This design comes from an exercise in tuning for small area, a short achievable clock period and few clock cycles per item on the open sky130 flow, not from production work. RTL that was checked went through simulation tests only; none was proved equivalent to the original. Only the layout flow was run in run 3; the RTL was not checked for function there. Power and IR drop assume default switching activity.

## flow/flow/run.sh

```bash
#!/bin/bash
# Own layout flow: the standard ORFS flow with two changes.
#  1. After the standard synthesis, flow/polarity.py picks the polarity of
#     each full adder (self-dual) and simple gate so that the inverters Yosys's
#     extract_fa leaves around full adders go away.  Registers, ports and the
#     function are unchanged.
#  2. The port buffers that buffer_ports inserts are sky130_fd_sc_hd__buf_2
#     instead of its default (the slow clkdlybuf4s50_1 delay buffer).
# Each step writes its full output to a log file in this folder.
set -euo pipefail
RES=$PWD/orfs/results/${FLOW_PLATFORM}/dut/base
bash standard.sh synth > standard_synth.log 2>&1
cp $RES/1_2_yosys.v synth_standard.v
python3 flow/polarity.py $FLOW_HOME/platforms/sky130hd/lib/sky130_fd_sc_hd__tt_025C_1v80.lib \
    synth_standard.v $RES/1_2_yosys.v > polarity.log 2>&1
rm -f $RES/1_synth.odb $RES/1_synth.sdc
export BUFFER_PORTS_ARGS="-buffer_cell sky130_fd_sc_hd__buf_1"
bash standard.sh finish > standard_finish.log 2>&1
```

## flow/flow/polarity.py

```python
#!/usr/bin/env python3
"""Polarity clean-up of a flat Yosys gate netlist (sky130hd).

Yosys's extract_fa often wraps full adders in inverters on every input and
output (a full adder is self-dual: FA(~a,~b,~c) = ~FA(a,b,c)).  This script
chooses, for every full adder / majority cell, whether to use it in true or
complemented form, and for every simple gate whether to use it or its
complement (and2 <-> nand2, o21a <-> o21ai, ...), so that the inverters the
netlist needs, and the cell area, are smallest.  Every signal keeps its
function; registers, ports and their nets are untouched.

usage: polarity.py LIBERTY IN.v OUT.v
"""
import re, sys, random

lib, src, dst = sys.argv[1:4]

# ---- cell areas from the liberty
areas = {}
for m in re.finditer(r'cell\s*\(\s*"?(sky130_fd_sc_hd__\w+)"?\s*\)\s*\{', open(lib).read()):
    pass
libtxt = open(lib).read()
for m in re.finditer(r'cell\s*\(\s*"?(sky130_fd_sc_hd__\w+)"?\s*\)\s*\{(.*?)\barea\s*:\s*([\d.]+)', libtxt, re.S):
    areas[m.group(1)] = float(m.group(3))

P = 'sky130_fd_sc_hd__'
OUTPINS = {'X', 'Y', 'Q', 'Q_N', 'SUM', 'COUT', 'HI', 'LO'}
SELFDUAL = {'fa': ['A', 'B', 'CIN'], 'maj3': ['A', 'B', 'C']}
PAIRS = [('and2', 'nand2'), ('and3', 'nand3'), ('and4', 'nand4'), ('or2', 'nor2'),
         ('or3', 'nor3'), ('or4', 'nor4'), ('xor2', 'xnor2'), ('xor3', 'xnor3'),
         ('and2b', 'nand2b'), ('or2b', 'nor2b'), ('and3b', 'nand3b'), ('or3b', 'nor3b'),
         ('and4b', 'nand4b'), ('or4b', 'nor4b'), ('and4bb', 'nand4bb'), ('or4bb', 'nor4bb'),
         ('a21o', 'a21oi'), ('o21a', 'o21ai'), ('a211o', 'a211oi'), ('o211a', 'o211ai'),
         ('a22o', 'a22oi'), ('o22a', 'o22ai'), ('a31o', 'a31oi'), ('o31a', 'o31ai'),
         ('a32o', 'a32oi'), ('o32a', 'o32ai'), ('a41o', 'a41oi'), ('o41a', 'o41ai'),
         ('a221o', 'a221oi'), ('o221a', 'o221ai'), ('a311o', 'a311oi'), ('o311a', 'o311ai'),
         ('a2111o', 'a2111oi'), ('o2111a', 'o2111ai'), ('a21bo', 'a21boi'), ('o21ba', 'o21bai'),
         ('a2bb2o', 'a2bb2oi'), ('o2bb2a', 'o2bb2ai'), ('mux2', 'mux2i')]
COMP = {}
for a, b in PAIRS:
    COMP[a] = b; COMP[b] = a

def base_drive(t):
    m = re.fullmatch(P + r'(\w+?)_(\d+)', t)
    return (m.group(1), m.group(2)) if m else (None, None)

def complement(t):
    b, d = base_drive(t)
    if b not in COMP:
        return None
    c = COMP[b]
    if P + c + '_' + d in areas:
        return P + c + '_' + d
    # nearest available drive
    opts = sorted((int(re.search(r'_(\d+)$', n).group(1)), n) for n in areas
                  if re.fullmatch(P + c + r'_\d+', n))
    for dd, n in opts:
        if dd >= max(1, int(d)):
            return n
    return opts[-1][1] if opts else None

text = open(src).read()
mod = re.search(r'module\s+(\w+)\s*\((.*?)\);(.*)endmodule', text, re.S)
body = mod.group(3)
outports = set()
for m in re.finditer(r'^\s*output\s+(\[(\d+):(\d+)\]\s*)?(\S+?);', body, re.M):
    if m.group(1):
        hi, lo = int(m.group(2)), int(m.group(3))
        for i in range(min(hi, lo), max(hi, lo) + 1):
            outports.add(f'{m.group(4)}[{i}]')
    else:
        outports.add(m.group(4))

cellre = re.compile(r'^\s*(sky130_fd_sc_hd__\w+)\s+(\S+)\s*\((.*?)\);', re.S | re.M)
cells = []
for m in cellre.finditer(body):
    pins = [(p, n.strip()) for p, n in re.findall(r'\.(\w+)\(([^()]*)\)', m.group(3))]
    cells.append({'type': m.group(1), 'name': m.group(2), 'pins': pins, 'span': m.span()})
assert 'assign' not in body, 'netlist has assign statements'

def is_inv(c):
    b, _ = base_drive(c['type'])
    return b in ('inv', 'clkinv')

driver = {}
for i, c in enumerate(cells):
    for p, n in c['pins']:
        if p in OUTPINS:
            driver[n] = (i, p)

# inverters treated as inverters: those whose output is not a port net
invcell = set()
for i, c in enumerate(cells):
    if is_inv(c):
        out = dict(c['pins'])['Y']
        if out not in outports:
            invcell.add(i)

def root(n):
    q = 0
    seen = 0
    while n in driver and driver[n][0] in invcell:
        n = dict(cells[driver[n][0]]['pins'])['A']
        q ^= 1
        seen += 1
        assert seen < 100
    return n, q

# flippable cells
kind = {}
for i, c in enumerate(cells):
    if i in invcell:
        continue
    b, _ = base_drive(c['type'])
    outs = [n for p, n in c['pins'] if p in OUTPINS]
    if any(o in outports for o in outs):
        continue
    if b in SELFDUAL:
        kind[i] = 'sd'
    elif complement(c['type']):
        kind[i] = 'gate'

# loads: (cell index, pin, root, parity)
loads = []
for i, c in enumerate(cells):
    if i in invcell:
        continue
    for p, n in c['pins']:
        if p in OUTPINS:
            continue
        r, q = root(n)
        loads.append([i, p, r, q])
# output ports as loads (only if their net is driven through a removable inverter)
for o in outports:
    r, q = root(o)
    if r != o:
        loads.append([-1, o, r, q])

roots_loads = {}
for k, l in enumerate(loads):
    roots_loads.setdefault(l[2], []).append(k)
cell_inroots = {}
for k, l in enumerate(loads):
    if l[0] >= 0:
        cell_inroots.setdefault(l[0], set()).add(l[2])
cell_outroots = {}
for r in roots_loads:
    if r in driver and driver[r][0] not in invcell:
        cell_outroots.setdefault(driver[r][0], set()).add(r)

flip = {i: 0 for i in kind}
INV = areas[P + 'inv_1']

def eff(k):
    i, p, r, q = loads[k]
    e = q
    if i >= 0 and kind.get(i) == 'sd' and p in SELFDUAL[base_drive(cells[i]['type'])[0]]:
        e ^= flip[i]
    if r in driver:
        d = driver[r][0]
        if d in flip:
            e ^= flip[d]
    return e

def root_cost(r):
    return INV if any(eff(k) for k in roots_loads.get(r, [])) else 0.0

def cell_area(i):
    t = cells[i]['type']
    if kind.get(i) == 'gate' and flip[i]:
        t = complement(t)
    return areas[t]

def affected(i):
    s = set(cell_outroots.get(i, ()))
    if kind[i] == 'sd':
        s |= cell_inroots.get(i, set())
    return s

def total():
    return sum(root_cost(r) for r in roots_loads) + sum(cell_area(i) for i in kind)

before = total()
rng = random.Random(1)
order = list(kind)

def move_delta(i):
    rs = affected(i)
    c0 = sum(root_cost(r) for r in rs) + cell_area(i)
    flip[i] ^= 1
    c1 = sum(root_cost(r) for r in rs) + cell_area(i)
    flip[i] ^= 1
    return c1 - c0

# simulated annealing over single flips, then greedy descent; keep the best
cur = before
best = cur
best_flip = dict(flip)
steps = 200 * len(order) if order else 0
T0, T1 = 3.0, 0.02
for k in range(steps):
    T = T0 * (T1 / T0) ** (k / max(1, steps - 1))
    i = order[rng.randrange(len(order))]
    d = move_delta(i)
    if d <= 0 or rng.random() < pow(2.718281828, -d / T):
        flip[i] ^= 1
        cur += d
        if cur < best - 1e-9:
            best = cur
            best_flip = dict(flip)
flip.update(best_flip)
improved = True
while improved:
    improved = False
    for i in order:
        if move_delta(i) < -1e-9:
            flip[i] ^= 1
            improved = True
after = total()

# ---- rebuild
def fmt(n):
    return n + ' ' if n.startswith('\\') else n

newwires = []
neg_net = {}
newcells = []
ninv = 0
for r in roots_loads:
    if any(eff(k) for k in roots_loads[r]):
        nm = f'pol_n{ninv}'
        ninv += 1
        neg_net[r] = nm
        newwires.append(nm)
        newcells.append(f'  {P}inv_1 pol_inv{ninv} (\n    .A({fmt(r)}),\n    .Y({nm})\n  );\n')
conn = {}
portfix = []
for k, l in enumerate(loads):
    i, p, r, q = l
    net = neg_net[r] if eff(k) else r
    if i >= 0:
        conn[(i, p)] = net
    else:
        # output port net: drive it with a buffer from the right polarity
        portfix.append((p, net))
for p, net in portfix:
    newcells.append(f'  {P}buf_1 pol_obuf_{len(newcells)} (\n    .A({fmt(net)}),\n    .X({fmt(p)})\n  );\n')

def render(i, c):
    t = c['type']
    if kind.get(i) == 'gate' and flip[i]:
        t = complement(t)
    parts = []
    for p, n in c['pins']:
        if p in OUTPINS:
            if kind.get(i) == 'gate' and flip[i]:
                p = 'Y' if p == 'X' else 'X'
            parts.append(f'    .{p}({fmt(n)})')
        else:
            parts.append(f'    .{p}({fmt(conn[(i, p)])})')
    return f'  {t} {c["name"]} (\n' + ',\n'.join(parts) + '\n  );\n'

out = []
pos = 0
for i, c in enumerate(cells):
    s, e = c['span']
    out.append(body[pos:s])
    if i not in invcell:
        out.append(render(i, c).rstrip('\n').lstrip('\n'))
    pos = e
out.append(body[pos:])
newbody = ''.join(out)
decl = ''.join(f'  wire {w};\n' for w in newwires)
newbody = decl + newbody.rstrip() + '\n' + ''.join(newcells)
res = text[:mod.start(3)] + newbody + '\nendmodule' + text[mod.end():]
open(dst, 'w').write(res)
nflip = sum(flip.values())
print(f'polarity: {len(invcell)} inverters before, {ninv} after; {nflip} cells flipped '
      f'({sum(1 for i in flip if flip[i] and kind[i]=="sd")} self-dual); '
      f'{len(portfix)} port buffers; area of inverters+flippable {before:.1f} -> {after:.1f}')
```

## flow/standard.sh

```bash
#!/bin/bash
# synth_recipe.tcl (not shown) runs the flow's synth.tcl, then flattens the netlist and writes it again
# the make line also repeats each setting of config.mk as NAME=value (left out here)
make -C /OpenROAD-flow-scripts/flow DESIGN_CONFIG=/design/flow/config.mk WORK_HOME=/design/flow/orfs CLKGATE_MAP_FILE= SYNTH_SCRIPT=/design/flow/synth_recipe.tcl "${@:-finish}"
```

## flow/config.mk

```make
export PLATFORM = sky130hd
export DESIGN_NAME = dut
export DESIGN_NICKNAME = dut
export VERILOG_FILES = /design/flow/design.v
export SDC_FILE = /design/flow/constraint.sdc
export NUM_CORES = 4
export LEC_CHECK = 0
export CAP_MARGIN = 20
export CORE_MARGIN = 2
export CORE_UTILIZATION = 65
export CTS_BUF_LIST = sky130_fd_sc_hd__clkbuf_4
export PLACE_DENSITY = 0.75
export SETUP_SLACK_MARGIN = 3.7
export SLEW_MARGIN = 20
```

## flow/constraint.sdc

```tcl
create_clock -name core_clock -period 7.5 [get_ports {clk}]
set_input_delay 1.5000 -clock core_clock [delete_from_list [all_inputs] [get_ports {clk}]]
set_output_delay 1.5000 -clock core_clock [all_outputs]
set_load 0.01 [all_outputs]
```

## flow/design.v

```verilog
`timescale 1ns/1ps
module dut #(
    parameter int DATAW = 16
)(
    input  wire                 clk,
    input  wire                 rst_n,
    input  wire                 in_valid,
    output wire                 in_ready,
    input  wire signed [DATAW-1:0] in_data,
    output reg                  out_valid,
    input  wire                 out_ready,
    output wire signed [2*DATAW-1:0] out_data
);
    reg         v1;         
    reg  [15:0] a1;         
    wire        en2 = !out_valid || out_ready;    
    wire        en1 = !v1 || en2;                 
    assign in_ready = en1;
    wire        s    = in_data[15];
    wire [15:0] absx = ({16{s}} ^ in_data) + {15'd0, s};
    always @(posedge clk or negedge rst_n) begin
        if (!rst_n) begin
            v1        <= 1'b0;
            out_valid <= 1'b0;
        end else begin
            if (en1) v1 <= in_valid;
            if (en2) out_valid <= v1;
        end
    end
    always @(posedge clk) begin
        if (in_valid && en1) a1 <= absx;
    end
    wire [14:0] m = a1[14:0];
    wire pp_0_1 = m[0] & m[1];
    wire pp_0_2 = m[0] & m[2];
    wire pp_0_3 = m[0] & m[3];
    wire pp_0_4 = m[0] & m[4];
    wire pp_0_5 = m[0] & m[5];
    wire pp_0_6 = m[0] & m[6];
    wire pp_0_7 = m[0] & m[7];
    wire pp_0_8 = m[0] & m[8];
    wire pp_0_9 = m[0] & m[9];
    wire pp_0_10 = m[0] & m[10];
    wire pp_0_11 = m[0] & m[11];
    wire pp_0_12 = m[0] & m[12];
    wire pp_0_13 = m[0] & m[13];
    wire pp_0_14 = m[0] & m[14];
    wire pp_1_2 = m[1] & m[2];
    wire pp_1_3 = m[1] & m[3];
    wire pp_1_4 = m[1] & m[4];
    wire pp_1_5 = m[1] & m[5];
    wire pp_1_6 = m[1] & m[6];
    wire pp_1_7 = m[1] & m[7];
    wire pp_1_8 = m[1] & m[8];
    wire pp_1_9 = m[1] & m[9];
    wire pp_1_10 = m[1] & m[10];
    wire pp_1_11 = m[1] & m[11];
    wire pp_1_12 = m[1] & m[12];
    wire pp_1_13 = m[1] & m[13];
    wire pp_1_14 = m[1] & m[14];
    wire pp_2_3 = m[2] & m[3];
    wire pp_2_4 = m[2] & m[4];
    wire pp_2_5 = m[2] & m[5];
    wire pp_2_6 = m[2] & m[6];
    wire pp_2_7 = m[2] & m[7];
    wire pp_2_8 = m[2] & m[8];
    wire pp_2_9 = m[2] & m[9];
    wire pp_2_10 = m[2] & m[10];
    wire pp_2_11 = m[2] & m[11];
    wire pp_2_12 = m[2] & m[12];
    wire pp_2_13 = m[2] & m[13];
    wire pp_2_14 = m[2] & m[14];
    wire pp_3_4 = m[3] & m[4];
    wire pp_3_5 = m[3] & m[5];
    wire pp_3_6 = m[3] & m[6];
    wire pp_3_7 = m[3] & m[7];
    wire pp_3_8 = m[3] & m[8];
    wire pp_3_9 = m[3] & m[9];
    wire pp_3_10 = m[3] & m[10];
    wire pp_3_11 = m[3] & m[11];
    wire pp_3_12 = m[3] & m[12];
    wire pp_3_13 = m[3] & m[13];
    wire pp_3_14 = m[3] & m[14];
    wire pp_4_5 = m[4] & m[5];
    wire pp_4_6 = m[4] & m[6];
    wire pp_4_7 = m[4] & m[7];
    wire pp_4_8 = m[4] & m[8];
    wire pp_4_9 = m[4] & m[9];
    wire pp_4_10 = m[4] & m[10];
    wire pp_4_11 = m[4] & m[11];
    wire pp_4_12 = m[4] & m[12];
    wire pp_4_13 = m[4] & m[13];
    wire pp_4_14 = m[4] & m[14];
    wire pp_5_6 = m[5] & m[6];
    wire pp_5_7 = m[5] & m[7];
    wire pp_5_8 = m[5] & m[8];
    wire pp_5_9 = m[5] & m[9];
    wire pp_5_10 = m[5] & m[10];
    wire pp_5_11 = m[5] & m[11];
    wire pp_5_12 = m[5] & m[12];
    wire pp_5_13 = m[5] & m[13];
    wire pp_5_14 = m[5] & m[14];
    wire pp_6_7 = m[6] & m[7];
    wire pp_6_8 = m[6] & m[8];
    wire pp_6_9 = m[6] & m[9];
    wire pp_6_10 = m[6] & m[10];
    wire pp_6_11 = m[6] & m[11];
    wire pp_6_12 = m[6] & m[12];
    wire pp_6_13 = m[6] & m[13];
    wire pp_6_14 = m[6] & m[14];
    wire pp_7_8 = m[7] & m[8];
    wire pp_7_9 = m[7] & m[9];
    wire pp_7_10 = m[7] & m[10];
    wire pp_7_11 = m[7] & m[11];
    wire pp_7_12 = m[7] & m[12];
    wire pp_7_13 = m[7] & m[13];
    wire pp_7_14 = m[7] & m[14];
    wire pp_8_9 = m[8] & m[9];
    wire pp_8_10 = m[8] & m[10];
    wire pp_8_11 = m[8] & m[11];
    wire pp_8_12 = m[8] & m[12];
    wire pp_8_13 = m[8] & m[13];
    wire pp_8_14 = m[8] & m[14];
    wire pp_9_10 = m[9] & m[10];
    wire pp_9_11 = m[9] & m[11];
    wire pp_9_12 = m[9] & m[12];
    wire pp_9_13 = m[9] & m[13];
    wire pp_9_14 = m[9] & m[14];
    wire pp_10_11 = m[10] & m[11];
    wire pp_10_12 = m[10] & m[12];
    wire pp_10_13 = m[10] & m[13];
    wire pp_10_14 = m[10] & m[14];
    wire pp_11_12 = m[11] & m[12];
    wire pp_11_13 = m[11] & m[13];
    wire pp_11_14 = m[11] & m[14];
    wire pp_12_13 = m[12] & m[13];
    wire pp_12_14 = m[12] & m[14];
    wire pp_13_14 = m[13] & m[14];
    wire hs0 = pp_0_11 ^ pp_1_10;
    wire hc0 = pp_0_11 & pp_1_10;
    wire hs1 = pp_0_12 ^ pp_1_11;
    wire hc1 = pp_0_12 & pp_1_11;
    wire fs2 = pp_0_13 ^ pp_1_12 ^ pp_2_11;
    wire fc2 = (pp_0_13 & pp_1_12) | (pp_0_13 & pp_2_11) | (pp_1_12 & pp_2_11);
    wire hs3 = pp_3_10 ^ pp_4_9;
    wire hc3 = pp_3_10 & pp_4_9;
    wire fs4 = pp_0_14 ^ pp_1_13 ^ pp_2_12;
    wire fc4 = (pp_0_14 & pp_1_13) | (pp_0_14 & pp_2_12) | (pp_1_13 & pp_2_12);
    wire hs5 = pp_3_11 ^ pp_4_10;
    wire hc5 = pp_3_11 & pp_4_10;
    wire fs6 = pp_1_14 ^ pp_2_13 ^ pp_3_12;
    wire fc6 = (pp_1_14 & pp_2_13) | (pp_1_14 & pp_3_12) | (pp_2_13 & pp_3_12);
    wire fs7 = pp_4_11 ^ pp_5_10 ^ pp_6_9;
    wire fc7 = (pp_4_11 & pp_5_10) | (pp_4_11 & pp_6_9) | (pp_5_10 & pp_6_9);
    wire fs8 = pp_2_14 ^ pp_3_13 ^ pp_4_12;
    wire fc8 = (pp_2_14 & pp_3_13) | (pp_2_14 & pp_4_12) | (pp_3_13 & pp_4_12);
    wire fs9 = pp_3_14 ^ pp_4_13 ^ pp_5_12;
    wire fc9 = (pp_3_14 & pp_4_13) | (pp_3_14 & pp_5_12) | (pp_4_13 & pp_5_12);
    wire hs10 = pp_0_7 ^ pp_1_6;
    wire hc10 = pp_0_7 & pp_1_6;
    wire hs11 = pp_0_8 ^ pp_1_7;
    wire hc11 = pp_0_8 & pp_1_7;
    wire fs12 = pp_0_9 ^ pp_1_8 ^ pp_2_7;
    wire fc12 = (pp_0_9 & pp_1_8) | (pp_0_9 & pp_2_7) | (pp_1_8 & pp_2_7);
    wire hs13 = pp_3_6 ^ pp_4_5;
    wire hc13 = pp_3_6 & pp_4_5;
    wire fs14 = pp_0_10 ^ pp_1_9 ^ pp_2_8;
    wire fc14 = (pp_0_10 & pp_1_9) | (pp_0_10 & pp_2_8) | (pp_1_9 & pp_2_8);
    wire hs15 = pp_3_7 ^ pp_4_6;
    wire hc15 = pp_3_7 & pp_4_6;
    wire fs16 = hs0 ^ pp_2_9 ^ pp_3_8;
    wire fc16 = (hs0 & pp_2_9) | (hs0 & pp_3_8) | (pp_2_9 & pp_3_8);
    wire fs17 = pp_4_7 ^ pp_5_6 ^ m[6];
    wire fc17 = (pp_4_7 & pp_5_6) | (pp_4_7 & m[6]) | (pp_5_6 & m[6]);
    wire fs18 = hc0 ^ hs1 ^ pp_2_10;
    wire fc18 = (hc0 & hs1) | (hc0 & pp_2_10) | (hs1 & pp_2_10);
    wire fs19 = pp_3_9 ^ pp_4_8 ^ pp_5_7;
    wire fc19 = (pp_3_9 & pp_4_8) | (pp_3_9 & pp_5_7) | (pp_4_8 & pp_5_7);
    wire fs20 = hc1 ^ fs2 ^ hs3;
    wire fc20 = (hc1 & fs2) | (hc1 & hs3) | (fs2 & hs3);
    wire fs21 = pp_5_8 ^ pp_6_7 ^ m[7];
    wire fc21 = (pp_5_8 & pp_6_7) | (pp_5_8 & m[7]) | (pp_6_7 & m[7]);
    wire fs22 = fc2 ^ hc3 ^ fs4;
    wire fc22 = (fc2 & hc3) | (fc2 & fs4) | (hc3 & fs4);
    wire fs23 = hs5 ^ pp_5_9 ^ pp_6_8;
    wire fc23 = (hs5 & pp_5_9) | (hs5 & pp_6_8) | (pp_5_9 & pp_6_8);
    wire fs24 = fc4 ^ hc5 ^ fs6;
    wire fc24 = (fc4 & hc5) | (fc4 & fs6) | (hc5 & fs6);
    wire fs25 = fs7 ^ pp_7_8 ^ m[8];
    wire fc25 = (fs7 & pp_7_8) | (fs7 & m[8]) | (pp_7_8 & m[8]);
    wire fs26 = fc6 ^ fc7 ^ fs8;
    wire fc26 = (fc6 & fc7) | (fc6 & fs8) | (fc7 & fs8);
    wire fs27 = pp_5_11 ^ pp_6_10 ^ pp_7_9;
    wire fc27 = (pp_5_11 & pp_6_10) | (pp_5_11 & pp_7_9) | (pp_6_10 & pp_7_9);
    wire fs28 = fc8 ^ fs9 ^ pp_6_11;
    wire fc28 = (fc8 & fs9) | (fc8 & pp_6_11) | (fs9 & pp_6_11);
    wire fs29 = pp_7_10 ^ pp_8_9 ^ m[9];
    wire fc29 = (pp_7_10 & pp_8_9) | (pp_7_10 & m[9]) | (pp_8_9 & m[9]);
    wire fs30 = fc9 ^ pp_4_14 ^ pp_5_13;
    wire fc30 = (fc9 & pp_4_14) | (fc9 & pp_5_13) | (pp_4_14 & pp_5_13);
    wire fs31 = pp_6_12 ^ pp_7_11 ^ pp_8_10;
    wire fc31 = (pp_6_12 & pp_7_11) | (pp_6_12 & pp_8_10) | (pp_7_11 & pp_8_10);
    wire fs32 = pp_5_14 ^ pp_6_13 ^ pp_7_12;
    wire fc32 = (pp_5_14 & pp_6_13) | (pp_5_14 & pp_7_12) | (pp_6_13 & pp_7_12);
    wire fs33 = pp_8_11 ^ pp_9_10 ^ m[10];
    wire fc33 = (pp_8_11 & pp_9_10) | (pp_8_11 & m[10]) | (pp_9_10 & m[10]);
    wire fs34 = pp_6_14 ^ pp_7_13 ^ pp_8_12;
    wire fc34 = (pp_6_14 & pp_7_13) | (pp_6_14 & pp_8_12) | (pp_7_13 & pp_8_12);
    wire fs35 = pp_7_14 ^ pp_8_13 ^ pp_9_12;
    wire fc35 = (pp_7_14 & pp_8_13) | (pp_7_14 & pp_9_12) | (pp_8_13 & pp_9_12);
    wire hs36 = pp_0_5 ^ pp_1_4;
    wire hc36 = pp_0_5 & pp_1_4;
    wire hs37 = pp_0_6 ^ pp_1_5;
    wire hc37 = pp_0_6 & pp_1_5;
    wire fs38 = hs10 ^ pp_2_5 ^ pp_3_4;
    wire fc38 = (hs10 & pp_2_5) | (hs10 & pp_3_4) | (pp_2_5 & pp_3_4);
    wire fs39 = hc10 ^ hs11 ^ pp_2_6;
    wire fc39 = (hc10 & hs11) | (hc10 & pp_2_6) | (hs11 & pp_2_6);
    wire fs40 = hc11 ^ fs12 ^ hs13;
    wire fc40 = (hc11 & fs12) | (hc11 & hs13) | (fs12 & hs13);
    wire fs41 = fc12 ^ hc13 ^ fs14;
    wire fc41 = (fc12 & hc13) | (fc12 & fs14) | (hc13 & fs14);
    wire fs42 = fc14 ^ hc15 ^ fs16;
    wire fc42 = (fc14 & hc15) | (fc14 & fs16) | (hc15 & fs16);
    wire fs43 = fc16 ^ fc17 ^ fs18;
    wire fc43 = (fc16 & fc17) | (fc16 & fs18) | (fc17 & fs18);
    wire fs44 = fc18 ^ fc19 ^ fs20;
    wire fc44 = (fc18 & fc19) | (fc18 & fs20) | (fc19 & fs20);
    wire fs45 = fc20 ^ fc21 ^ fs22;
    wire fc45 = (fc20 & fc21) | (fc20 & fs22) | (fc21 & fs22);
    wire fs46 = fc22 ^ fc23 ^ fs24;
    wire fc46 = (fc22 & fc23) | (fc22 & fs24) | (fc23 & fs24);
    wire fs47 = fc24 ^ fc25 ^ fs26;
    wire fc47 = (fc24 & fc25) | (fc24 & fs26) | (fc25 & fs26);
    wire fs48 = fc26 ^ fc27 ^ fs28;
    wire fc48 = (fc26 & fc27) | (fc26 & fs28) | (fc27 & fs28);
    wire fs49 = fc28 ^ fc29 ^ fs30;
    wire fc49 = (fc28 & fc29) | (fc28 & fs30) | (fc29 & fs30);
    wire fs50 = fc30 ^ fc31 ^ fs32;
    wire fc50 = (fc30 & fc31) | (fc30 & fs32) | (fc31 & fs32);
    wire fs51 = fc32 ^ fc33 ^ fs34;
    wire fc51 = (fc32 & fc33) | (fc32 & fs34) | (fc33 & fs34);
    wire fs52 = fc34 ^ fs35 ^ pp_10_11;
    wire fc52 = (fc34 & fs35) | (fc34 & pp_10_11) | (fs35 & pp_10_11);
    wire fs53 = fc35 ^ pp_8_14 ^ pp_9_13;
    wire fc53 = (fc35 & pp_8_14) | (fc35 & pp_9_13) | (pp_8_14 & pp_9_13);
    wire fs54 = pp_9_14 ^ pp_10_13 ^ pp_11_12;
    wire fc54 = (pp_9_14 & pp_10_13) | (pp_9_14 & pp_11_12) | (pp_10_13 & pp_11_12);
    wire hs55 = pp_0_3 ^ pp_1_2;
    wire hc55 = pp_0_3 & pp_1_2;
    wire hs56 = pp_0_4 ^ pp_1_3;
    wire hc56 = pp_0_4 & pp_1_3;
    wire fs57 = hs36 ^ pp_2_3 ^ m[3];
    wire fc57 = (hs36 & pp_2_3) | (hs36 & m[3]) | (pp_2_3 & m[3]);
    wire fs58 = hc36 ^ hs37 ^ pp_2_4;
    wire fc58 = (hc36 & hs37) | (hc36 & pp_2_4) | (hs37 & pp_2_4);
    wire fs59 = hc37 ^ fs38 ^ m[4];
    wire fc59 = (hc37 & fs38) | (hc37 & m[4]) | (fs38 & m[4]);
    wire fs60 = fc38 ^ fs39 ^ pp_3_5;
    wire fc60 = (fc38 & fs39) | (fc38 & pp_3_5) | (fs39 & pp_3_5);
    wire fs61 = fc39 ^ fs40 ^ m[5];
    wire fc61 = (fc39 & fs40) | (fc39 & m[5]) | (fs40 & m[5]);
    wire fs62 = fc40 ^ fs41 ^ hs15;
    wire fc62 = (fc40 & fs41) | (fc40 & hs15) | (fs41 & hs15);
    wire fs63 = fc41 ^ fs42 ^ fs17;
    wire fc63 = (fc41 & fs42) | (fc41 & fs17) | (fs42 & fs17);
    wire fs64 = fc42 ^ fs43 ^ fs19;
    wire fc64 = (fc42 & fs43) | (fc42 & fs19) | (fs43 & fs19);
    wire fs65 = fc43 ^ fs44 ^ fs21;
    wire fc65 = (fc43 & fs44) | (fc43 & fs21) | (fs44 & fs21);
    wire fs66 = fc44 ^ fs45 ^ fs23;
    wire fc66 = (fc44 & fs45) | (fc44 & fs23) | (fs45 & fs23);
    wire fs67 = fc45 ^ fs46 ^ fs25;
    wire fc67 = (fc45 & fs46) | (fc45 & fs25) | (fs46 & fs25);
    wire fs68 = fc46 ^ fs47 ^ fs27;
    wire fc68 = (fc46 & fs47) | (fc46 & fs27) | (fs47 & fs27);
    wire fs69 = fc47 ^ fs48 ^ fs29;
    wire fc69 = (fc47 & fs48) | (fc47 & fs29) | (fs48 & fs29);
    wire fs70 = fc48 ^ fs49 ^ fs31;
    wire fc70 = (fc48 & fs49) | (fc48 & fs31) | (fs49 & fs31);
    wire fs71 = fc49 ^ fs50 ^ fs33;
    wire fc71 = (fc49 & fs50) | (fc49 & fs33) | (fs50 & fs33);
    wire fs72 = fc50 ^ fs51 ^ pp_9_11;
    wire fc72 = (fc50 & fs51) | (fc50 & pp_9_11) | (fs51 & pp_9_11);
    wire fs73 = fc51 ^ fs52 ^ m[11];
    wire fc73 = (fc51 & fs52) | (fc51 & m[11]) | (fs52 & m[11]);
    wire fs74 = fc52 ^ fs53 ^ pp_10_12;
    wire fc74 = (fc52 & fs53) | (fc52 & pp_10_12) | (fs53 & pp_10_12);
    wire fs75 = fc53 ^ fs54 ^ m[12];
    wire fc75 = (fc53 & fs54) | (fc53 & m[12]) | (fs54 & m[12]);
    wire fs76 = fc54 ^ pp_10_14 ^ pp_11_13;
    wire fc76 = (fc54 & pp_10_14) | (fc54 & pp_11_13) | (pp_10_14 & pp_11_13);
    wire fs77 = pp_11_14 ^ pp_12_13 ^ m[13];
    wire fc77 = (pp_11_14 & pp_12_13) | (pp_11_14 & m[13]) | (pp_12_13 & m[13]);
    wire [29:0] ra = {1'b0, pp_13_14, fc77, fc76, fc75, fc74, fc73, fc72, fc71, fc70, fc69, fc68, fc67, fc66, fc65, fc64, fc63, fc62, fc61, fc60, fc59, fc58, fc57, hc56, hc55, hs55, pp_0_2, pp_0_1, 1'b0, m[0]};
    wire [29:0] rb = {1'b0, m[14], pp_12_14, fs77, fs76, fs75, fs74, fs73, fs72, fs71, fs70, fs69, fs68, fs67, fs66, fs65, fs64, fs63, fs62, fs61, fs60, fs59, fs58, fs57, hs56, m[2], 1'b0, m[1], 1'b0, 1'b0};
    reg f_r;    
    reg [29:0] s_r;    
    reg [6:0] g_r;    
    reg [6:1] p_r;    
    wire [8:0] bs0 = {1'b0, ra[7:0]} + {1'b0, rb[7:0]};
    wire [4:0] bs1 = {1'b0, ra[11:8]} + {1'b0, rb[11:8]};
    wire bp1 = &(ra[11:8] ^ rb[11:8]);
    wire [4:0] bs2 = {1'b0, ra[15:12]} + {1'b0, rb[15:12]};
    wire bp2 = &(ra[15:12] ^ rb[15:12]);
    wire [4:0] bs3 = {1'b0, ra[19:16]} + {1'b0, rb[19:16]};
    wire bp3 = &(ra[19:16] ^ rb[19:16]);
    wire [4:0] bs4 = {1'b0, ra[23:20]} + {1'b0, rb[23:20]};
    wire bp4 = &(ra[23:20] ^ rb[23:20]);
    wire [4:0] bs5 = {1'b0, ra[27:24]} + {1'b0, rb[27:24]};
    wire bp5 = &(ra[27:24] ^ rb[27:24]);
    wire [2:0] bs6 = {1'b0, ra[29:28]} + {1'b0, rb[29:28]};
    wire bp6 = &(ra[29:28] ^ rb[29:28]);
    always @(posedge clk) begin
        if (v1 && en2) begin
            f_r <= a1[15];
            s_r[7:0] <= bs0[7:0];
            g_r[0] <= bs0[8];
            s_r[11:8] <= bs1[3:0];
            g_r[1] <= bs1[4];
            p_r[1] <= bp1;
            s_r[15:12] <= bs2[3:0];
            g_r[2] <= bs2[4];
            p_r[2] <= bp2;
            s_r[19:16] <= bs3[3:0];
            g_r[3] <= bs3[4];
            p_r[3] <= bp3;
            s_r[23:20] <= bs4[3:0];
            g_r[4] <= bs4[4];
            p_r[4] <= bp4;
            s_r[27:24] <= bs5[3:0];
            g_r[5] <= bs5[4];
            p_r[5] <= bp5;
            s_r[29:28] <= bs6[1:0];
            g_r[6] <= bs6[2];
            p_r[6] <= bp6;
        end
    end
    wire [6:1] cin;
    assign cin[1] = g_r[0];
    assign cin[2] = g_r[1] | (p_r[1] & cin[1]);
    assign cin[3] = g_r[2] | (p_r[2] & cin[2]);
    assign cin[4] = g_r[3] | (p_r[3] & cin[3]);
    assign cin[5] = g_r[4] | (p_r[4] & cin[4]);
    assign cin[6] = g_r[5] | (p_r[5] & cin[5]);
    wire [29:0] sq;
    assign sq[7:0] = s_r[7:0];
    assign sq[11:8] = s_r[11:8] + {3'd0, cin[1]};
    assign sq[15:12] = s_r[15:12] + {3'd0, cin[2]};
    assign sq[19:16] = s_r[19:16] + {3'd0, cin[3]};
    assign sq[23:20] = s_r[23:20] + {3'd0, cin[4]};
    assign sq[27:24] = s_r[27:24] + {3'd0, cin[5]};
    assign sq[29:28] = s_r[29:28] + {1'd0, cin[6]};
    assign out_data = {1'b0, f_r, sq[29:2], 1'b0, sq[0]};
endmodule
```

==> impl.org, run 1 <==
** Worst hold path
- The worst hold path begins at a1[15]$_DFFE_PP_.
- Endpoint of the worst hold path :: f_r$_DFFE_PP_
- Worst hold path cell count :: 0
- Class of the tightest hold or removal check :: reg -> reg

** Timing
- Summed over all failing endpoints, the final setup total negative slack is 0 ps.
- Timing-limited maximum frequency :: 265.8 MHz
- Final worst path period need :: 3762 ps
- The number of failing hold endpoints at the final stage is 0.
- On the final layout, the worst clock skew is 23.88 ps.
- In the finished design, the share of the clock period the worst path needs comes to 0.5016.
- Setup violations, final :: 0
- Measured against its own limit, the worst slew margin works out to 0.3704.
- For the pin with the worst max-slew slack, the measured transition is 944.5 ps.
- Final Max Slew Viols :: 0
- Setup repair after global routing missed its margin :: true

** Logic synthesis
- The cell area that synthesis handed to floorplanning was 0.005849 sq mm.
- Synth Instances :: 497
- YS warnings :: 1
- A synthesized cell averages 11.77 sq um.

** Floorplan
- For this configuration, the core starts out at a cell density of 0.6707.
- The floorplan step defined a die boundary enclosing 0.009774 sq mm.
- Core Rows :: 34
- After floorplanning, the core was sized to cover 0.008721 sq mm.
- Die W :: 98.87 um
- Ports placed on the boundary :: 54
- The floorplan step set the die height to 98.87 um.

** Status
- Outcome :: no timing/DRC/antenna violations

** Worst setup path
- Maximum cell stage delay along the critical path :: 430 ps
- In this design, the critical path's most frequently occurring cell is sky130_fd_sc_hd__a21o_1.
- For this design, the slowest cell found on the critical path is sky130_fd_sc_hd__edfxtp_1.
- The worst register-to-register path has a depth of 12.
- STA puts the critical path data arrival time at 2260 ps.
- The startpoint identified for the worst register-to-register timing path is a1[12]$_DFFE_PP_.
- By startpoint and endpoint, the worst setup path is classified as reg -> out.
- Critical path endpoint category :: primary output
- STA puts the critical path data required time at 6000 ps.
- Largest fanout of any net on the critical path :: 2
- In this run the critical register-to-register path is captured at g_r[3]$_DFFE_PP_.
- Critical Path Source Type :: register
- The signal on the critical path passes through a21o_1 -> a21o_1 -> a21o_1 -> a21o_1 -> ha_2 -> ha_4 -> xor2_1 -> buf_2.
- For flop-to-flop paths, the worst setup slack is 3750 ps.

** Pwr
- Power comes to 0.001900 W.
- Power density over cell area :: 295.9 mW/mm^2
- VDD sags by at most 0.0001169 V.
- Summed over all cells, the static leakage comes to 2.783 nW.

** Global route
- Wire length of the first global-routing pass :: 17800 um
- GR Overflow Total :: 0
- The number of global-route vias before repair is 3841.
- Entering global routing, the biggest net connects 42 pins.
- For this run, the total global-route usage over all layers was measured as 0.2277.
- The number of antenna violations at the first check in global routing was 0.

** Clock network
- After clock tree synthesis, the clock-pin slew on the worst setup and hold paths is 100 ps.
- Maximum count of clock buffers along a single path :: 2
- Sink Count :: 59
- The H-tree was split into 3 levels.
- Clock latency of the later-clocked register in the worst-skew pair :: 410 ps
- The tree is rooted in a sky130_fd_sc_hd__clkbuf_4.
- Total clock buffers created by CTS :: 9
- CTS tree :: yes
- For this design, the CTS-stage hold fixing added 0 buffers.

** Cells and area
- The final layout contains 697 nets.
- 0 antenna diodes ended up in the layout.
- Share of layout cells above drive strength 1 :: 0.1480
- Leaving out fill and tap cells, the most frequent cells in the layout are 91 x sky130_fd_sc_hd__and2_1, 57 x sky130_fd_sc_hd__edfxtp_1, 54 x sky130_fd_sc_hd__fa_1.
- Synthesis-to-finish area growth :: 9.797%
- Most common library cell in the layout ignoring fill and taps :: sky130_fd_sc_hd__and2_1

** Routing
- The detail route stage leaves a number of antenna-violating nets equal to 0.
- Post-detailed-route wirelength per cell :: 15.44 um
- Summed over all layers, the routed wires come to 10330 um.
- First-pass DRT Iterations :: 4
- For this block, the initial DRC count from the detailed router was 137.
- For this run, design rule violations remaining after detail routing come to 0.
- After detailed routing, the number of vias per cell comes to 5.544.
- The detailed router placed 3709 vias in this run.

** Placement
- The count of buffers added on input and output ports is 51.
- Hpwl dp :: 7482 um
- The congestion estimate from routability-driven global placement came to 0.8151.

** Flow run
- Max-cap violations in this run came to 0.
==> what timing repair did <==
item                                    in CTS  in global routing
cloned                                       0                  0
gates resized for setup                      9                 31
buffers inserted                            22                  2
pin swaps                                   13                 13
endpoints found under the setup margin       9                 10
==> stage by stage <==
step / worst slack, ps / instance area [sq um] / utilization / cells / hold slack, ps
finish: 3738 / 6422 / 0.7364 / 669 / 451.4
global route: 3590 / 6422 / 0.7364 / 669 / 468.9
global placement: 3598 / 6023 / 0.6907 / 629 / 411.7
CTS: 3697 / 6336 / 0.7265 / 667 / 465.4
floorplan: 3721 / 5853 / - / 498 / 400.3
detailed placement: 3477 / 6023 / 0.6907 / 629 / 406.8
==> power by group <==
group / leakage, nW / internal (W) / switching [W]
clock network: 0.0734 / 0.000106 / 0.000115
registers: 0.575 / 0.000529 / 0.0000499
logic: 2.13 / 0.000534 / 0.000567
==> routing by layer <==
metal / global-route usage / vias up / part of all wire
li1: - / 1792 / -
met1: 0.3123 / 1822 / 0.46
met2: 0.3883 / 89 / 0.49
met3: 0.03262 / 6 / 0.044
met4: 0.05269 / 0 / 0.0074
met5: 0 / - / 0
==> worst max-delay path, delay by kind of cell, from the launching register on <==
family	cells	cell delay (ps)
XOR/XNOR	1	130
flip-flops	1	430
adder cells (fa/ha/maj)	2	390
AO/OA/AOI/OAI	4	780
buffers and inverters	1	130
==> final cells by class <==
| type | count | area [sq um] |
|---|---|---|
| multi-input combinational | 392 | 3936 |
| fill | 629 | 2298 |
| sequential | 59 | 1762 |
| timing repair buffer | 76 | 392.9 |
| tap | 108 | 135.1 |
| clock buffer | 11 | 82.58 |
| inverter | 18 | 67.56 |
| clock inverter | 5 | 46.29 |
==> worst max path at each step <==
stage	to	slack [ps]	cells past startpoint	startpoint
6_report	out_data[26]	3740	8	g_r[0]$_DFFE_PP_
5_1_grt	g_r[3]$_DFFE_PP_	3590	13	a1[13]$_DFFE_PP_
4_1_cts	g_r[3]$_DFFE_PP_	3700	12	a1[14]$_DFFE_PP_
3_5_place_dp	g_r[3]$_DFFE_PP_	3480	12	a1[1]$_DFFE_PP_
3_3_place_gp	g_r[3]$_DFFE_PP_	3600	11	a1[0]$_DFFE_PP_
2_1_floorplan	g_r[3]$_DFFE_PP_	3720	12	a1[0]$_DFFE_PP_
==> flip-flops by register name, indices dropped and copies added (netlist names) <==
signal     flops
g_r            6
v1             1
out_valid      1
s_r           29
f_r            1
p_r            5
a1            16
Testbench counts, summed over its fixed seeds: cycles 16,016, items 16,000.
==> inputs of run 2 (changes only) <==
--- a/flow/config.mk
+++ b/flow/config.mk
@@ -11,4 +11,3 @@
 export CTS_BUF_LIST = sky130_fd_sc_hd__clkbuf_4
 export PLACE_DENSITY = 0.75
-export SETUP_SLACK_MARGIN = 3.7
 export SLEW_MARGIN = 20
==> impl.org, run 2 <==
** Status
- The flow ran to the end and the layout has no timing, DRC or antenna violations.

** Routing
- Vias :: 3584 (-3.4%)
- The iteration count of the initial detailed-routing pass was 4 (unchanged).
- Final wirelength :: 9753 um (-5.6%)
- Post-route antenna net violation count :: 0 (unchanged)
- Number of violations reported at the end of detailed-routing iteration 0 :: 137 (unchanged)
- Post-detailed-route wirelength per cell :: 15.12 um (-2.1%)
- Residual DRC count :: 0 (unchanged)
- The detailed-route vias per instance is 5.557 (+0.23%).

** Timing
- Total negative slack for setup checks :: 0 ps (unchanged)
- Post-layout worst setup margin :: 3488 ps (-250.1 ps)
- Setup violations, final :: 0 (unchanged)
- Setup repair after global routing missed its margin :: false
- The number of failing hold endpoints at the final stage came to 0 (unchanged).
- Timing-limited maximum frequency :: 249.2 MHz (-6.2%)
- Part of the cycle the worst path needs :: 0.5350 (+0.03335)
- The final critical path time including I/O delays and setup is 4012 ps (+250.1 ps).
- The measured slew at the worst slew-check pin is 947.8 ps (+3.322 ps).
- The setup skew after layout came to 23.27 ps (-0.6142 ps).
- Final Max Slew Viols :: 0 (unchanged)
- Relative max-transition margin :: 0.3681 (-0.002215)

** Global route
- The met2 usage in global routing was 0.3669 (-0.02131).
- The wire length of the first global-routing pass is 17130 um (-3.8%).
- The total global-route track usage came to 0.2175 (-0.01017).
- Maximum number of pins on one net before global-route repair :: 42 (unchanged)
- Met1 GRT Util :: 0.3009 (-0.01135)
- Met3 track demand over resource in global routing :: 0.03262 (unchanged)
- Busiest layer in global routing :: met2
- The final global-route overflow total was 0 (unchanged).
- The number of global-route vias before repair was 3686 (-4.0%).
- Number of antenna violations at the first check in global routing :: 0 (unchanged)

** Worst setup path
- Worst path most repeated cell :: sky130_fd_sc_hd__fa_1
- Slowest-stage cell, CP :: sky130_fd_sc_hd__edfxtp_1
- Critical Path Source Type :: register
- Maximum cell stage delay along the critical path :: 630 ps (+200 ps)
- Worst path arrival time :: 4170 ps (+1910 ps)
- Data required time at the worst endpoint :: 7650 ps (+1650 ps)
- The most critical setup path has its startpoint at a1[1]$_DFFE_PP_.
- Top cell family by delay on the critical path :: adder cells
- Buf/Inv on CP :: 2 (+1)
- The worst setup path is of the reg -> reg kind.
- Worst reg2reg startpoint :: a1[1]$_DFFE_PP_
- Traced cell by cell, the critical path runs through nand2_1 -> fa_1 -> inv_1 -> fa_1 -> fa_1 -> fa_1 -> ha_1 -> fa_1 -> inv_1 -> nor2b_1 -> o21ai_0 -> nand2b_1.
- The largest fanout of any net on the critical path is 16 (+14).
- Critical path endpoint category :: register

** Cells and area
- The total area of multi-input combinational cells came to 0.003860 sq mm (-1.9%).
- Synthesis-to-finish area growth :: 5.176%
- The number of cells in the finished layout apart from fillers came to 645 (-3.6%).
- Fill cells :: 667 (+6.0%)
- The final antenna diode count is 0 (unchanged).
- The library cell used most frequently in the layout, excluding fill and tap cells, is sky130_fd_sc_hd__and2_1.
- The final cell area excluding filler cells was 0.006152 sq mm (-4.2%).
- Biggest registers after layout :: s_r (29), a1 (16), g_r (6)
- Sequential cell area :: 0.001762 sq mm (unchanged)
- Register ranked first by flip-flop count :: s_r
- Post-layout nets :: 673 (-3.4%)
- Commonest cells after routing, fill and taps aside :: 94 x sky130_fd_sc_hd__and2_1, 64 x sky130_fd_sc_hd__fa_1, 57 x sky130_fd_sc_hd__ha_1, 57 x sky130_fd_sc_hd__edfxtp_1, 51 x sky130_fd_sc_hd__buf_1
- Share of layout cells above drive strength 1 :: 0.05214 (-0.09581)
- The number of flip-flops in the largest register came to 29 (unchanged).

** Clock network
- Clock latency of the later-clocked register in the worst-skew pair :: 400 ps (about the same)
- The clock-pin transition on the worst setup and hold timing paths came to 100 ps (about the same).
- Root buf cell :: sky130_fd_sc_hd__clkbuf_4
- The number of gates resized after cts was 0 (-9).
- Number of levels the H-tree was split into :: 3 (unchanged)
- Sink Count :: 59 (unchanged)
- The maximum buffer depth of the clock tree was 2 (unchanged).
- The quantity of hold-fixing buffers added after cts was 0 (unchanged).
- The post-CTS setup-driven buffer insertion count is 0 (-100%).
- TritonCTS built the clock tree.
- Total clock buffers created by CTS :: 9 (unchanged)

** Placement
- The total placed instance area came to 0.006023 sq mm (unchanged).
- The instance count after placement with tap cells included is 629 (unchanged).
- Setup WS pre-CTS :: 3477 ps (unchanged)
- The half-perimeter wire length of the detailed placement result was 7482 um (unchanged).
- Buffers added on ports :: 51 (unchanged)
- The placer congestion estimate is 0.8151 (unchanged).

** Logic synthesis
- The cell count after synthesis was 497 (unchanged).
- Netlist area before placement :: 0.005849 sq mm (unchanged)
- YS warnings :: 1 (unchanged)
- The per-instance average area after synthesis came to 11.77 sq um (unchanged).

** Pwr
- The static leakage power was 2.665 nW (-4.2%).
- The portion of total power attributed to the clock network is 0.121 (+0.005).
- The total power consumption of the routed design was 0.001831 W (-3.6%).
- Sequential share of power :: 0.322 (+0.018)
- Fraction of power spent switching nets :: 0.3878 (+0.002646)
- Worst voltage drop across the vdd grid :: 0.0001167 V (-0.19%)
- Switching power :: 0.0007101 W (-3.0%)
- The total power density per cell area came to 297.6 mW/mm^2 (+0.59%).
- P_int :: 0.001121 W (-4.1%)
- The fraction of power consumed by combinational cells came to 0.557 (-0.022).

** Floorplan
- Floorplan core area :: 0.008721 sq mm (unchanged)
- The number of top-level pins is 54 (unchanged).
- The count of standard-cell rows was 34 (unchanged).
- The die span in x is 98.87 um (unchanged).
- The die span in y is 98.87 um (unchanged).
- The area enclosed by the die boundary was 0.009774 sq mm (unchanged).
- Initial cell density of the core :: 0.6707 (unchanged)

** Worst hold path
- The startpoint identified for the worst hold timing path is a1[15]$_DFFE_PP_.
- In this run the worst hold path is classified as reg -> reg.

** Flow run
- The number of maximum-capacitance violations came to 0 (unchanged).
run 2: stage by stage:
| stage | utilization | hold WS [ps] |
|---|---|---|
| floorplan | - | 400.3 |
| global placement | 0.6907 | 411.7 |
| detailed placement | 0.6907 | 406.8 |
| CTS | 0.7055 | 465.4 |
| global route | 0.7055 | 468.9 |
| finish | 0.7055 | 450.9 |
run 2: area by class of cell:
class                      count  area share
clock buffer                  11     0.01342
clock inverter                 5    0.007525
inverter                      18     0.01098
multi-input combinational    392      0.6274
sequential                    59      0.2864
tap                          108     0.02196
timing repair buffer          52     0.03234
run 2: worst paths after layout:
kind | end | slack [ps] | cells past startpoint
hold / removal | f_r$_DFFE_PP_ | 450 | 0
max in group asynchronous | out_valid$_DFFE_PN0P_ | 6510 | 1
min in group asynchronous | v1$_DFFE_PN0N_ | 860 | 1
hold reg to reg | f_r$_DFFE_PP_ | 450 | 0
setup reg to reg | g_r[3]$_DFFE_PP_ | 3490 | 12
setup / recovery | g_r[3]$_DFFE_PP_ | 3490 | 12
run 2: per-layer routing:
layer	part of all wire	vias up
met2	0.49	63
met5	0	-
li1	-	1741
met4	0.012	0
met3	0.035	10
met1	0.47	1770
run 2: power groups by stage:
stage	clock [W]	combinational (W)	sequential, W
floorplan	0	0.000816	0.000568
global placement	0	0.000984	0.000594
detailed placement	0	0.00103	0.000600
CTS	0.000229	0.00104	0.000592
global route	0.000241	0.00118	0.000602
finish	0.000221	0.00102	0.000591
==> inputs of run 3 (changes only) <==
--- a/flow/design.v
+++ b/flow/design.v
@@ -297,19 +297,12 @@
     reg f_r;    
     reg [29:0] s_r;    
-    reg [6:0] g_r;    
-    reg [6:1] p_r;    
+    reg [5:0] g_r;    
     wire [8:0] bs0 = {1'b0, ra[7:0]} + {1'b0, rb[7:0]};
     wire [4:0] bs1 = {1'b0, ra[11:8]} + {1'b0, rb[11:8]};
-    wire bp1 = &(ra[11:8] ^ rb[11:8]);
     wire [4:0] bs2 = {1'b0, ra[15:12]} + {1'b0, rb[15:12]};
-    wire bp2 = &(ra[15:12] ^ rb[15:12]);
     wire [4:0] bs3 = {1'b0, ra[19:16]} + {1'b0, rb[19:16]};
-    wire bp3 = &(ra[19:16] ^ rb[19:16]);
     wire [4:0] bs4 = {1'b0, ra[23:20]} + {1'b0, rb[23:20]};
-    wire bp4 = &(ra[23:20] ^ rb[23:20]);
     wire [4:0] bs5 = {1'b0, ra[27:24]} + {1'b0, rb[27:24]};
-    wire bp5 = &(ra[27:24] ^ rb[27:24]);
     wire [2:0] bs6 = {1'b0, ra[29:28]} + {1'b0, rb[29:28]};
-    wire bp6 = &(ra[29:28] ^ rb[29:28]);
     always @(posedge clk) begin
         if (v1 && en2) begin
@@ -319,37 +312,53 @@
             s_r[11:8] <= bs1[3:0];
             g_r[1] <= bs1[4];
-            p_r[1] <= bp1;
             s_r[15:12] <= bs2[3:0];
             g_r[2] <= bs2[4];
-            p_r[2] <= bp2;
             s_r[19:16] <= bs3[3:0];
             g_r[3] <= bs3[4];
-            p_r[3] <= bp3;
             s_r[23:20] <= bs4[3:0];
             g_r[4] <= bs4[4];
-            p_r[4] <= bp4;
             s_r[27:24] <= bs5[3:0];
             g_r[5] <= bs5[4];
-            p_r[5] <= bp5;
             s_r[29:28] <= bs6[1:0];
-            g_r[6] <= bs6[2];
-            p_r[6] <= bp6;
         end
     end
-    wire [6:1] cin;
-    assign cin[1] = g_r[0];
-    assign cin[2] = g_r[1] | (p_r[1] & cin[1]);
-    assign cin[3] = g_r[2] | (p_r[2] & cin[2]);
-    assign cin[4] = g_r[3] | (p_r[3] & cin[3]);
-    assign cin[5] = g_r[4] | (p_r[4] & cin[4]);
-    assign cin[6] = g_r[5] | (p_r[5] & cin[5]);
+    wire bp1 = &s_r[11:8];
+    wire bp2 = &s_r[15:12];
+    wire bp3 = &s_r[19:16];
+    wire bp4 = &s_r[23:20];
+    wire bp5 = &s_r[27:24];
+    wire pg0 = g_r[1] | (bp1 & g_r[0]);
+    wire pg1 = g_r[2] | (bp2 & pg0);
+    wire pg2 = g_r[4] | (bp4 & g_r[3]);
+    wire pp2 = bp4 & bp3;
+    wire pg3 = g_r[5] | (bp5 & pg2);
+    wire pp3 = bp5 & pp2;
+    wire pg4 = g_r[3] | (bp3 & pg1);
+    wire pg5 = pg2 | (pp2 & pg1);
+    wire pg6 = pg3 | (pp3 & pg1);
     wire [29:0] sq;
     assign sq[7:0] = s_r[7:0];
-    assign sq[11:8] = s_r[11:8] + {3'd0, cin[1]};
-    assign sq[15:12] = s_r[15:12] + {3'd0, cin[2]};
-    assign sq[19:16] = s_r[19:16] + {3'd0, cin[3]};
-    assign sq[23:20] = s_r[23:20] + {3'd0, cin[4]};
-    assign sq[27:24] = s_r[27:24] + {3'd0, cin[5]};
-    assign sq[29:28] = s_r[29:28] + {1'd0, cin[6]};
+    assign sq[8] = s_r[8] ^ (g_r[0]);
+    assign sq[9] = s_r[9] ^ (g_r[0] & s_r[8]);
+    assign sq[10] = s_r[10] ^ (g_r[0] & s_r[8] & s_r[9]);
+    assign sq[11] = s_r[11] ^ (g_r[0] & s_r[8] & s_r[9] & s_r[10]);
+    assign sq[12] = s_r[12] ^ (pg0);
+    assign sq[13] = s_r[13] ^ (pg0 & s_r[12]);
+    assign sq[14] = s_r[14] ^ (pg0 & s_r[12] & s_r[13]);
+    assign sq[15] = s_r[15] ^ (pg0 & s_r[12] & s_r[13] & s_r[14]);
+    assign sq[16] = s_r[16] ^ (pg1);
+    assign sq[17] = s_r[17] ^ (pg1 & s_r[16]);
+    assign sq[18] = s_r[18] ^ (pg1 & s_r[16] & s_r[17]);
+    assign sq[19] = s_r[19] ^ (pg1 & s_r[16] & s_r[17] & s_r[18]);
+    assign sq[20] = s_r[20] ^ (pg4);
+    assign sq[21] = s_r[21] ^ (pg4 & s_r[20]);
+    assign sq[22] = s_r[22] ^ (pg4 & s_r[20] & s_r[21]);
+    assign sq[23] = s_r[23] ^ (pg4 & s_r[20] & s_r[21] & s_r[22]);
+    assign sq[24] = s_r[24] ^ (pg5);
+    assign sq[25] = s_r[25] ^ (pg5 & s_r[24]);
+    assign sq[26] = s_r[26] ^ (pg5 & s_r[24] & s_r[25]);
+    assign sq[27] = s_r[27] ^ (pg5 & s_r[24] & s_r[25] & s_r[26]);
+    assign sq[28] = s_r[28] ^ (pg6);
+    assign sq[29] = s_r[29] ^ (pg6 & s_r[28]);
     assign out_data = {1'b0, f_r, sq[29:2], 1'b0, sq[0]};
 endmodule
--- a/flow/config.mk
+++ b/flow/config.mk
@@ -9,5 +9,6 @@
 export CORE_MARGIN = 2
 export CORE_UTILIZATION = 65
-export CTS_BUF_LIST = sky130_fd_sc_hd__clkbuf_4
+export CTS_BUF_LIST = sky130_fd_sc_hd__clkbuf_8
 export PLACE_DENSITY = 0.75
+export SETUP_SLACK_MARGIN = 3.6
 export SLEW_MARGIN = 20
==> impl.org, run 3 <==
** Clock network
- The quantity of hold-fixing buffers added after cts came to 0 (unchanged).
- Clk slew on worst S/H paths :: 110 ps (about the same)
- Clock latency of the later-clocked register in the worst-skew pair :: 320 ps (-80 ps)
- Number of levels the H-tree was split into :: 2 (-1)
- The cell sitting at the root of the clock tree is a sky130_fd_sc_hd__clkbuf_8.
- The maximum buffer depth of the clock tree was 2 (unchanged).
- The clock net sink count was 54 (-8.5%).
- CTS tree :: yes
- Total clock buffers created by CTS :: 5 (-4)

** Worst setup path
- Worst path most repeated cell :: sky130_fd_sc_hd__fa_1
- The delay of the slowest cell on the worst path is 620 ps (about the same).
- On the critical path the largest part of the delay comes from adder cells.
- Critical Path Source Type :: register
- Slowest-stage cell, CP :: sky130_fd_sc_hd__fa_1
- Data required time at the worst endpoint :: 7580 ps (-70 ps)
- Critical path endpoint category :: register
- The critical path goes through and2_4 -> fa_1 -> fa_1 -> fa_1 -> fa_1 -> ha_2 -> fa_2 -> inv_2 -> nor2b_1 -> o21ai_1 -> nand2b_1.
- The worst setup path is of the reg -> reg kind.
- The arrival time of the worst setup path came to 3940 ps (-230 ps).
- The largest fanout of any net on the critical path is 4 (-12).
- Buf/Inv on CP :: 1 (-1)

** Cells and area
- Most common library cell in the layout ignoring fill and taps :: sky130_fd_sc_hd__and2_1
- Final std cell area, no fill :: 0.006406 sq mm (+4.1%)
- The final net count came to 727 (+8.0%).
- Share of layout cells above drive strength 1 :: 0.1478 (+0.09562)
- Core Util, Final :: 0.7455 (+0.04003)
- Compared with the post-synthesis result, the final layout area differs by 12.75%.
- Number of flip-flops in the largest register :: 29 (unchanged)
- Number of diodes :: 0 (unchanged)
- Leaving out fill and tap cells, the most frequent cells in the layout are 76 x sky130_fd_sc_hd__and2_1, 57 x sky130_fd_sc_hd__ha_1, 55 x sky130_fd_sc_hd__fa_1.
- The largest registers in the layout are s_r (29), a1 (16), g_r (6).
- Register ranked first by flip-flop count :: s_r

** Global route
- Maximum number of pins on one net before global-route repair :: 29 (-31%)
- The number of global-route vias before repair was 4031 (+9.4%).
- The wire length of the first global-routing pass came to 18620 um (+8.7%).
- The final global-route overflow total was 0 (unchanged).
- The number of antenna violations at the first check in global routing came to 0 (unchanged).
- The total global-route track usage was 0.2434 (+0.02589).

** Worst hold path
- The worst hold path belongs to the class reg -> reg.

** Pwr
- Lkg Pwr :: 2.814 nW (+5.6%)
- The total power density per cell area is 281.4 mW/mm^2 (-5.4%).
- The peak supply drop was 0.0001068 V (-8.5%).

** Floorplan
- Die W :: 97.50 um (-1.4%)
- The effective utilization at floorplan is 0.6612 (-0.009549).
- Die extent in y :: 97.50 um (-1.4%)
- The area enclosed by the die boundary was 0.009505 sq mm (-2.8%).
- Floorplan core area :: 0.008593 sq mm (-1.5%)
- The count of standard-cell rows was 34 (unchanged).
- The number of top-level pins is 54 (unchanged).

** Timing
- The setup-violating endpoint count in the final report is 0 (unchanged).
- The setup skew after layout is 6.982 ps (-16.29 ps).
- Final number of hold-violating endpoints :: 0 (unchanged)
- The number of slew-limit violations in the final report is 0 (unchanged).
- The accumulated negative setup slack is 0 ps (unchanged).
- Measured slew at the worst slew-check pin :: 712.0 ps (-235.8 ps)
- The worst hold slack was 446.8 ps (-4.121 ps).
- Timing-limited maximum frequency :: 258.7 MHz (+3.8%)
- Setup repair after global routing missed its margin :: true
- The portion of the clock cycle consumed by the worst path in the final layout was 0.5153 (-0.01968).
- The worst relative slew slack is 0.5254 (+0.1572).
- The final critical path time including I/O delays and setup is 3865 ps (-147.6 ps).

** Logic synthesis
- The per-instance average area after synthesis was 11.21 sq um (-4.8%).
- YS warnings :: 1 (unchanged)
- Synth Instances :: 507 (+2.0%)
- The summed instance area of the synthesized netlist is 0.005682 sq mm (-2.9%).

** Routing
- Residual DRC count :: 0 (unchanged)
- Mean number of vias per cell :: 5.577 (+0.36%)
- Post-route antenna net violation count :: 0 (unchanged)
- Number of violations reported at the end of detailed-routing iteration 0 :: 126 (-8.0%)
- The detailed-route wire length was 11000 um (+13%).
- The via count of the routed design came to 3848 (+7.4%).
- The iteration count of the initial detailed-routing pass is 4 (unchanged).
- Post-detailed-route wirelength per cell :: 15.94 um (+5.4%)

** Placement
- GP Congestion :: 0.8800 (+8.0%)
- Hpwl dp :: 7691 um (+2.8%)
- The total placed instance area is 0.005863 sq mm (-2.7%).
- Buffers added on ports :: 51 (unchanged)

** Flow run
- The number of maximum-capacitance violations came to 0 (unchanged).

** Status
- Outcome :: no timing/DRC/antenna violations
==> run 3: per-stage QoR <==
| step | std cells | setup WS [ps] | total power, W |
|---|---|---|---|
| CTS | 671 | 3593 | 0.001781 |
| detailed placement | 637 | 3249 | 0.001538 |
| global route | 690 | 3549 | 0.001981 |
| floorplan | 508 | 3673 | 0.001307 |
| finish | 690 | 3635 | 0.001803 |
| global placement | 637 | 3496 | 0.001475 |
==> run 3: timing repair <==
action,CTS,global route
gates resized for setup,18,20
buffers inserted,26,19
setup endpoints to repair,11,7
pin swaps,11,15
==> run 3: final cells by class <==
class / count / area (sq um)
tap: 108 / 135.1
fill: 635 / 2187
inverter: 30 / 112.6
clock buffer: 5 / 68.82
timing repair buffer: 97 / 558.0
multi-input combinational: 393 / 3896
sequential: 54 / 1612
clock inverter: 3 / 23.77
==> run 3: metal layers <==
metal | GRT usage | wire, um | vias to the layer above
li1 | - | - | 1848
met1 | 0.3126 | 4685 | 1898
met2 | 0.4387 | 5689 | 89
met3 | 0.03022 | 461 | 13
met4 | 0.06197 | 163 | 0
met5 | 0 | 0 | -
==> run 3: worst paths after layout <==
path,from,slack [ps],endpoint,depth (start not counted)
min in group asynchronous,rst_n,930,out_valid$_DFFE_PN0P_,1
worst min register to register,a1[15]$_DFFE_PP_,450,f_r$_DFFE_PP_,0
worst max-delay path,a1[1]$_DFFE_PP_,3640,g_r[3]$_DFFE_PP_,11
worst max register to register,a1[1]$_DFFE_PP_,3640,g_r[3]$_DFFE_PP_,11
worst min-delay path,a1[15]$_DFFE_PP_,450,f_r$_DFFE_PP_,0
max in group asynchronous,rst_n,6440,v1$_DFFE_PN0N_,1
==> run 3: where the power goes <==
group / total [W] / internal [W] / switching (W)
logic: 0.00108 / 0.000525 / 0.000557
clock network: 0.000175 / 0.0000671 / 0.000108
registers: 0.000545 / 0.000487 / 0.0000578
total: 0.00180 / 0.00108 / 0.000723

[port drivers added, routing unchanged]
The results above use ideal ports. As a check the final layouts listed here were re-extracted and re-timed, cells and wires unchanged. Step 1 assumes that a clkbuf_16 drives the clock port and a buf_2 every other input. Step 2, shift: input delay + t, output delay - t, t = (earliest + latest rising clock arrival at the registers) / 2. This alone moves slack from input paths to output paths. Slacks: ideal ports / drivers / drivers and shift; pairs: ideal ports / drivers.
run	shift t [ns]	slack for setup (ns)	cell pins on the clock port's net
run 1	0.424	3.738 / 3.707 / 3.746	1
run 2	0.424	3.488 / 3.488 / 3.488	1
run 3	0.355	3.635 / 3.631 / 3.548	1
After both steps every run listed still meets setup and hold. The setup slack of run 3, which loses most, moves by -0.004 ns with the drivers and by -0.087 ns with both steps.
